From an optimization exercise on the open Yosys and OpenROAD flow, aimed at small area, a short achievable clock period and few clock cycles; shortcuts taken in it are not production practice. At most, simulation tests tie the RTL to the original design; equivalence was not proved. Power is estimated from default activity; no workload was simulated.

==> run a <==
Design CPU, start of the top module:
module CPU(input  logic        clk_i, rst_i,
           output logic [63:0] imem_addr_o,
           input  logic [31:0] imem_data_i,
           output logic        dmem_we_o, dmem_re_o,
           output logic [2:0]  dmem_funct3_o,
           output logic [63:0] dmem_addr_o, dmem_wdata_o,
           input  logic [63:0] dmem_rdata_i,
           output logic        wb_we_o,
           output logic [4:0]  wb_rd_o,
           output logic [63:0] wb_data_o);
Settings: LEC_CHECK=0, CAP_MARGIN=40, CORE_MARGIN=2, CORE_UTILIZATION=55, CTS_CLUSTER_DIAMETER=80, CTS_CLUSTER_SIZE=24, SLEW_MARGIN=60; clock period 16.0 ns.
standard.sh (not shown) runs the stock make flow with config.mk's settings and CLKGATE_MAP_FILE= SYNTH_SCRIPT=/design/flow/synth_recipe.tcl, a recipe that flattens the netlist after the stock synthesis.
==> flow/flow/run.sh <==
#!/bin/bash
# The standard synthesis, then the standard layout (standard.sh) with these changes:
#  - the delay cells (clkdlybuf4s*, dlygate*, dlymetal*) are kept out of the layout steps,
#    so the port buffers and the resizer's buffers are plain buffers;
#  - the resizer's timing repair (after CTS and after global routing) works to a setup
#    margin, so that paths end well inside the clock period (the SDC is the standard flow's, unchanged).
set -euo pipefail
PLATFORM_DONT_USE="sky130_fd_sc_hd__probe_p_8 sky130_fd_sc_hd__probec_p_8 sky130_fd_sc_hd__lpflow_bleeder_1 sky130_fd_sc_hd__lpflow_clkbufkapwr_1 sky130_fd_sc_hd__lpflow_clkbufkapwr_16 sky130_fd_sc_hd__lpflow_clkbufkapwr_2 sky130_fd_sc_hd__lpflow_clkbufkapwr_4 sky130_fd_sc_hd__lpflow_clkbufkapwr_8 sky130_fd_sc_hd__lpflow_clkinvkapwr_1 sky130_fd_sc_hd__lpflow_clkinvkapwr_16 sky130_fd_sc_hd__lpflow_clkinvkapwr_2 sky130_fd_sc_hd__lpflow_clkinvkapwr_4 sky130_fd_sc_hd__lpflow_clkinvkapwr_8 sky130_fd_sc_hd__lpflow_decapkapwr_12 sky130_fd_sc_hd__lpflow_decapkapwr_3 sky130_fd_sc_hd__lpflow_decapkapwr_4 sky130_fd_sc_hd__lpflow_decapkapwr_6 sky130_fd_sc_hd__lpflow_decapkapwr_8 sky130_fd_sc_hd__lpflow_inputiso0n_1 sky130_fd_sc_hd__lpflow_inputiso0p_1 sky130_fd_sc_hd__lpflow_inputiso1n_1 sky130_fd_sc_hd__lpflow_inputiso1p_1 sky130_fd_sc_hd__lpflow_inputisolatch_1 sky130_fd_sc_hd__lpflow_isobufsrc_1 sky130_fd_sc_hd__lpflow_isobufsrc_16 sky130_fd_sc_hd__lpflow_isobufsrc_2 sky130_fd_sc_hd__lpflow_isobufsrc_4 sky130_fd_sc_hd__lpflow_isobufsrc_8 sky130_fd_sc_hd__lpflow_isobufsrckapwr_16 sky130_fd_sc_hd__lpflow_lsbuf_lh_hl_isowell_tap_1 sky130_fd_sc_hd__lpflow_lsbuf_lh_hl_isowell_tap_2 sky130_fd_sc_hd__lpflow_lsbuf_lh_hl_isowell_tap_4 sky130_fd_sc_hd__lpflow_lsbuf_lh_isowell_4 sky130_fd_sc_hd__lpflow_lsbuf_lh_isowell_tap_1 sky130_fd_sc_hd__lpflow_lsbuf_lh_isowell_tap_2 sky130_fd_sc_hd__lpflow_lsbuf_lh_isowell_tap_4"
EXTRA_DONT_USE="sky130_fd_sc_hd__clkdlybuf4s* sky130_fd_sc_hd__dlygate* sky130_fd_sc_hd__dlymetal*"
MARGIN=$(cat flow/margin.txt)
bash standard.sh synth > synth.log 2>&1
bash standard.sh "DONT_USE_CELLS=$PLATFORM_DONT_USE $EXTRA_DONT_USE" "SETUP_SLACK_MARGIN=$MARGIN" finish > layout.log 2>&1
==> flow/flow/margin.txt <==
11
==> inputs of run b, as changes to run a <==
==> flow/flow/margin.txt (replaced) <==
11.3
- CORE_UTILIZATION: 55 -> 40
==> inputs of run c, as changes to run a <==
--- a/flow/design.v
+++ b/flow/design.v
@@ -2133,14 +2133,11 @@
     logic [63:0] x_m0, x_m1, x_m2, m_m0, m_m1, m_m2;
     MulStep mul_step(.a(e_a & {64{e_mul}}), .one(e_one[15:0]), .two(e_two[15:0]), .neg(e_neg[15:0]),
                      .acc0(m_m0 & {64{e_p2}}), .acc1(m_m1 & {64{e_p2}}), .acc2(m_m2 & {64{e_p2}}),
                      .r0(x_m0), .r1(x_m1), .r2(x_m2));
     logic [63:0] m_prod;
-    logic [63:0] m_cs_s, m_cs_c;
-    assign m_cs_s = m_m0 ^ m_m1 ^ m_m2;
-    assign m_cs_c = {(m_m0[62:0] & m_m1[62:0]) | (m_m0[62:0] & m_m2[62:0]) | (m_m1[62:0] & m_m2[62:0]), 1'b0};
-    assign m_prod = m_cs_s + m_cs_c;
+    assign m_prod = m_m0 + m_m1 + m_m2;
     assign dmem_we_o     = m_we;
     assign dmem_re_o     = m_re;
     assign dmem_funct3_o = m_f3;
     assign dmem_addr_o   = m_addr;
     assign dmem_wdata_o  = m_sd;
==> flow/flow/margin.txt (replaced) <==
11.25
- CORE_UTILIZATION: 55 -> 40
- SLEW_MARGIN: 60 -> 55
==> comparison table <==
| item | run c | run b | run a |
|---|---|---|---|
| Clock-pin slew reported for the worst setup and hold paths after clock tree synthesis | 0.10 ns | 0.10 ns | 0.09 ns |
| Unrepaired setup endpoints after global routing | yes | yes | no |
| Critical Setup Path Class | flop to flop | flop to output port | flop to flop |
| Global-route wire length before repair | 1050000 um | 1060000 um | 1050000 um |
| Worst supply voltage drop on vdd | 93.2 uV | 108 uV | 126 uV |
| Antenna violations before repair | 57 | 52 | 73 |
| Most common cell on crit path | a21oi_1 | - | buf_4 |
| Final standard cell area without fillers | 175000 um^2 | 177000 um^2 | 174000 um^2 |
| Count of filler cells inserted in the layout | 36.2k | 36.0k | 22.5k |
| Reg2Reg Depth | 13 | 13 | 15 |
| Die H | 629 um | 629 um | 537 um |
| Actual transition at the worst max-transition pin | 0.858 ns | 0.713 ns | 0.772 ns |
| Upper clock frequency limit | 202 MHz | 206 MHz | 198 MHz |
| Met2 usage | 52.9% | 52.7% | 68.0% |
| Leakage | 62.4 nW | 64.1 nW | 63.2 nW |
| Cell Count Post-Placement | 18.5k | 18.5k | 17.1k |
| Setup crit end | w_out[15]$_DFF_P_ | dmem_addr_o[2] | e_one[24]$_SDFF_PP0_ |
| Clock network power | 4.95 mW | 5.07 mW | 5.05 mW |
| Clock distribution area overhead in the final layout | 2.96% | 3.00% | 3.12% |
| First-pass DRT Iterations | 14 | 12 | 17 |
| Met3 wire length | 131000 um | 137000 um | 152000 um |
| Comb group | 3.14 mW | 3.22 mW | 3.25 mW |
| Post-synthesis sequential area ratio | 52.3% | 52.3% | 52.3% |
| Status | timing/DRC/antenna clean | timing/DRC/antenna clean | timing/DRC/antenna clean |
| Post-route minimum period | 4.95 ns | 4.86 ns | 5.05 ns |
Testbench counts of run c, summed over its fixed seeds: cycles 47,033.
For run a and run b, only the layout was checked, not whether the RTL still works.

==> what the ideal ports hide <==
No port has a modelled driver above. Below, the same layouts with a new extraction and two added sets of constraints.
Step 1 (the two cells are an assumption about what drives the block):
set clk [get_ports {clk_i}]
set_driving_cell -lib_cell sky130_fd_sc_hd__clkbuf_16 $clk
set_driving_cell -lib_cell sky130_fd_sc_hd__buf_2 [delete_from_list [all_inputs] $clk]
Step 2, shift: input delay + t, output delay - t, t = (earliest + latest rising clock arrival at the registers) / 2. This alone moves slack from input paths to output paths.
Slacks: ideal ports / drivers / drivers and shift; pairs: ideal ports / drivers.
run	t (ns)	slack for setup (ns)	hold WS [ns]	worst setup path after step 2
run a	1.051	10.954 / 10.926 / 10.094	0.342 / 0.342 / 0.342	input to register
run b	1.091	11.140 / 11.015 / 10.217	0.335 / 0.335 / 0.335	input to register
run c	1.075	11.053 / 11.009 / 10.081	0.340 / 0.340 / 0.340	input to register
After both steps setup and hold are still met in every run listed. For run c, which loses most, drivers alone change the setup slack by -0.044 ns; drivers and shift together by -0.972 ns.
